From an optimization exercise on the open Yosys and OpenROAD flow, aimed at small area and a short achievable clock period; shortcuts taken in it are not production practice. RTL that was checked went through simulation tests only; none was proved equivalent to the original. The clock input has no modelled driver; a real chip could not lean on it and would need a root buffer or a full tree. Power figures rest on the tool's default switching activity, not on a simulated workload.

## north
==> flow/design.v (excerpt) <==
module FIR
#(
parameter data_in = 16,
parameter no_tap = 10
)
(
    input i_clk,
    input signed [data_in-1:0] i_serial_in ,
    input i_data_wr,
    output signed [2*data_in-1:0] o_data_out ,
    output o_data_rdy,
    input i_reset
    );
==> module FIR, before the edit <==
module FIR
#(
parameter data_in = 16,
parameter no_tap = 10
)
(
    input i_clk,
    input signed [data_in-1:0] i_serial_in ,
    input i_data_wr,
    output signed [2*data_in-1:0] o_data_out ,
    output o_data_rdy,
    input i_reset
    );
    reg [15:0] r [0:8];
    reg [15:0] hold;
    reg [25:0] acc;          
    reg        c1, c2;
    reg [25:0] out;
    reg        rdy;
    reg        wr;           
    reg        ld;           
    reg  [3:0] lab;          
    reg  [3:0] k;            
    reg        e0;           
    reg        e1;           
    reg        repl;         
    reg        fls;          
    reg        zap;          
    reg sA256, sA16, sAh, sAl, sB4n, sBh, sB1;
    integer i;
    wire       wr_n  = !i_reset && i_data_wr && !wr;
    wire [3:0] lab_p = lab + 4'd1 + {3'd0, wr};
    wire [3:0] lab_n = (lab_p >= 4'd9) ? lab_p - 4'd9 : lab_p;
    wire [3:0] k_n   = wr ? 4'd1 : (k == 4'd11 ? 4'd11 : k + 4'd1);
    wire       e0_n  = e0 && !wr;
    wire       e1_n  = wr ? e0 : e1;
    wire       rd_n  = (k_n != 4'd0) && (k_n <= 4'd9);    
    wire       rr_n  = rd_n && !e1_n;                      
    wire [3:0] age_n = (lab_n == 4'd0) ? 4'd9 : lab_n;     
    always @(posedge i_clk) begin
        wr   <= wr_n;
        ld   <= wr_n && !e0;
        rdy  <= !i_reset && wr;
        lab  <= i_reset ? 4'd0 : lab_n;
        k    <= k_n;
        e0   <= i_reset || e0_n;
        e1   <= i_reset || e1_n;
        repl <= (lab_n == 4'd0) && (k_n >= 4'd2) && (k_n <= 4'd10);
        zap  <= e1_n && (lab_n != 4'd0);
        fls  <= (k_n == 4'd10);
        sA256<= rr_n && (age_n == 4'd3 || age_n == 4'd5 || age_n == 4'd9);
        sB4n <= rr_n && (age_n == 4'd3 || age_n == 4'd4 || age_n == 4'd5 ||
                         age_n == 4'd6 || age_n == 4'd9);
        sA16 <= rr_n && (age_n == 4'd4 || age_n == 4'd6);
        sB1  <= rr_n && (age_n == 4'd7);
        sAl  <= rr_n && (age_n == 4'd2 || age_n == 4'd8);
        sAh  <= rd_n && !e0_n && (age_n == 4'd1);
        sBh  <= rd_n && !e0_n && (age_n == 4'd1);
    end
    always @(posedge i_clk) begin
        r[0] <= repl ? hold : (zap ? 16'd0 : r[8]);
        for (i = 1; i < 9; i = i + 1) r[i] <= r[i-1];
        if (wr) hold <= i_serial_in;
    end
    wire [15:0] x  = r[8];
    wire [15:0] fx = {~x[15], x[14:0]};                
    wire [15:0] gx = {x[15], ~x[14:0]};                
    wire [15:0] fl = {~r[7][15], r[7][14:0]};
    wire [15:0] fh = {~hold[15], hold[14:0]};
    wire [25:0] laneA = (sA256 ? {2'd0, fx, 8'd0}  : 26'd0)
                      | (sA16  ? {6'd0, fx, 4'd0}  : 26'd0)
                      | (sAh   ? {7'd0, fh, 3'd0}  : 26'd0)
                      | (sAl   ? {10'd0, fl}       : 26'd0);
    wire [25:0] laneB = (sB4n  ? {8'd0, gx, 2'd0}  : 26'd0)
                      | (sBh   ? {9'd0, fh, 1'd0}  : 26'd0)
                      | (sB1   ? {10'd0, fx}       : 26'd0);
    wire [25:0] cinit = e0 ? 26'h3fb0000 : 26'h25f8014;
    wire [25:0] a0 = wr ? cinit : acc;
    wire [25:0] ps = a0 ^ laneA ^ laneB;
    wire [25:0] pc = {(a0[24:0] & laneA[24:0]) | (a0[24:0] & laneB[24:0]) | (laneA[24:0] & laneB[24:0]), 1'b0};
    wire [9:0]  lo = {1'b0, ps[8:0]} + {1'b0, pc[8:0]};
    wire [10:0] mc = {1'b0, ps[17:9], 1'b1} + {1'b0, pc[17:9], c1 & !wr};
    wire        d1 = fls && !wr && c1 && (&acc[17:9]);
    wire [7:0]  ph = {pc[25:20], pc[19] | (c2 && d1), pc[18]};
    wire [8:0]  hc = {ps[25:18], 1'b1} + {ph, (c2 ^ d1) && !wr};
    always @(posedge i_clk) begin
        acc <= {hc[8:1], mc[9:1], lo[8:0]};
        c1  <= lo[9];
        c2  <= mc[10] && !fls;
        if (i_reset) out <= 26'd0;
        else if (ld) out <= acc;
    end
    assign o_data_rdy = rdy;
    assign o_data_out = {{6{out[25]}}, out};
endmodule
Settings: LEC_CHECK=0, CAP_MARGIN=20, CORE_MARGIN=2, CORE_UTILIZATION=65, PLACE_DENSITY=0.75, SLEW_MARGIN=20; clock period 10.0 ns.
standard.sh (not shown) runs the stock make flow with config.mk's settings and CLKGATE_MAP_FILE= SYNTH_SCRIPT=/design/flow/synth_recipe.tcl, a recipe that flattens the netlist after the stock synthesis.
==> flow/flow/run.sh <==
#!/bin/bash
# The standard layout (standard.sh: ORFS from synthesis to the routed
# layout, with the standard synthesis unchanged), with these changes to how
# the layout is made:
#  - repair_timing is asked to leave 7 ns of setup slack instead of 0, so it
#    keeps sizing the critical paths below the 10 ns clock;
#  - the port buffers that buffer_ports inserts are buf_2;
#  - clock tree synthesis uses clkbuf_16 in clusters of up to 30 registers,
#    inserts no dummy loads, and (flow/pre_cts.tcl) drives the leaf buffers
#    straight from the root buffer, without the H-tree level between them.
# Each tool's full output goes to ORFS's logs under orfs/logs; make's own
# output goes to make_finish.log in this folder.
set -euo pipefail
bash standard.sh SETUP_SLACK_MARGIN=7 \
  "BUFFER_PORTS_ARGS=-buffer_cell sky130_fd_sc_hd__buf_2" \
  "CTS_ARGS=-sink_clustering_enable -repair_clock_nets -dont_use_dummy_load -buf_list sky130_fd_sc_hd__clkbuf_16 -sink_clustering_size 30 -sink_clustering_max_diameter 80" \
  "PRE_CTS_TCL=$PWD/flow/pre_cts.tcl" \
  finish > make_finish.log 2>&1
==> flow/flow/pre_cts.tcl <==
# Wraps clock_tree_synthesis. TritonCTS builds a root buffer, one or more
# H-tree levels and leaf buffers; this connects the leaf buffers straight to
# the root buffer's output and deletes the H-tree level buffers, so every
# register's clock passes through the same two buffers (root, leaf) and the
# whole tree has less delay. No register's clock is delayed.
rename clock_tree_synthesis my_cts_orig
proc clock_tree_synthesis {args} {
  my_cts_orig {*}$args
  set block [ord::get_db_block]
  set removed 0
  foreach inst [$block getInsts] {
    set name [$inst getName]
    if {![regexp {^clkbuf_[1-9][0-9]*_[0-9]+__f_} $name]} continue
    set in_net [[$inst findITerm A] getNet]
    set out_net [[$inst findITerm X] getNet]
    foreach it [$out_net getITerms] {
      if {[$it getInst] != $inst} { $it disconnect; $it connect $in_net }
    }
    odb::dbInst_destroy $inst
    odb::dbNet_destroy $out_net
    incr removed
  }
  puts "pre_cts.tcl: removed $removed H-tree level clock buffers"
}
Relative to north, the following input files were edited for south:
--- a/flow/design.v
+++ b/flow/design.v
@@ -26,5 +26,4 @@
     reg        e1;           
     reg        repl;         
-    reg        fls;          
     reg        zap;          
     reg sA256, sA16, sAh, sAl, sB4n, sBh, sB1;
@@ -49,5 +48,4 @@
         repl <= (lab_n == 4'd0) && (k_n >= 4'd2) && (k_n <= 4'd10);
         zap  <= e1_n && (lab_n != 4'd0);
-        fls  <= (k_n == 4'd10);
         sA256<= rr_n && (age_n == 4'd3 || age_n == 4'd5 || age_n == 4'd9);
         sB4n <= rr_n && (age_n == 4'd3 || age_n == 4'd4 || age_n == 4'd5 ||
@@ -82,13 +80,12 @@
     wire [9:0]  lo = {1'b0, ps[8:0]} + {1'b0, pc[8:0]};
     wire [10:0] mc = {1'b0, ps[17:9], 1'b1} + {1'b0, pc[17:9], c1 & !wr};
-    wire        d1 = fls && !wr && c1 && (&acc[17:9]);
-    wire [7:0]  ph = {pc[25:20], pc[19] | (c2 && d1), pc[18]};
-    wire [8:0]  hc = {ps[25:18], 1'b1} + {ph, (c2 ^ d1) && !wr};
+    wire [8:0]  hc = {ps[25:18], 1'b1} + {pc[25:18], c2 & !wr};
+    wire [7:0]  ohi = acc[25:18] + {7'd0, c2};
     always @(posedge i_clk) begin
         acc <= {hc[8:1], mc[9:1], lo[8:0]};
         c1  <= lo[9];
-        c2  <= mc[10] && !fls;
+        c2  <= mc[10];
         if (i_reset) out <= 26'd0;
-        else if (ld) out <= acc;
+        else if (ld) out <= {ohi, acc[17:0]};
     end
     assign o_data_rdy = rdy;
==> summary.txt <==
- Number of stages on the worst setup path (lower): north
- Area occupied by registers: south vs north, no meaningful difference
- Higher number of flip-flops and latches goes to north over south.
- south: minimum setup slack in the final design lower than north
- Overall routed net length: north vs south — no meaningful difference
- Compared with north, in south worst relative slew slack now larger, worst-skew pair later-pin latency comparable, number of buffers other than clock buffers in the final layout went up 3, portion of total power attributed to combinational logic dropped 3.2 points.
- Compared with north, south shows a higher fraction of area in registers.
- In the tables for north and south, cell area reads lower with south.
- Going from north to south, area of the multi-input gates shrinks by about 2.7%.
For south, only the layout was checked, not whether the RTL still works.

-- what the ideal ports hide --
No port has a modelled driver above. Below, the same layouts with a new extraction and two added sets of constraints. Step 1, drivers: a clkbuf_16 drives i_clk and a buf_2 each remaining input, both assumed. Step 2, shift: input delay + t, output delay - t, t = (earliest + latest rising clock arrival at the registers) / 2. This alone moves slack from input paths to output paths. Three values: ideal ports, drivers, drivers and shift; two values: the first two.
run | shift t [ns] | slack for setup (ns) | worst hold slack (ns) | slew at the worst register clock pin (ns)
north | 0.429 | 7.045 / 7.009 / 7.045 | 0.317 / 0.317 / 0.317 | 0.11 / 0.11
south | 0.418 | 6.951 / 6.951 / 6.951 | 0.324 / 0.324 / 0.324 | 0.11 / 0.11
After both steps every run listed still meets setup and hold.
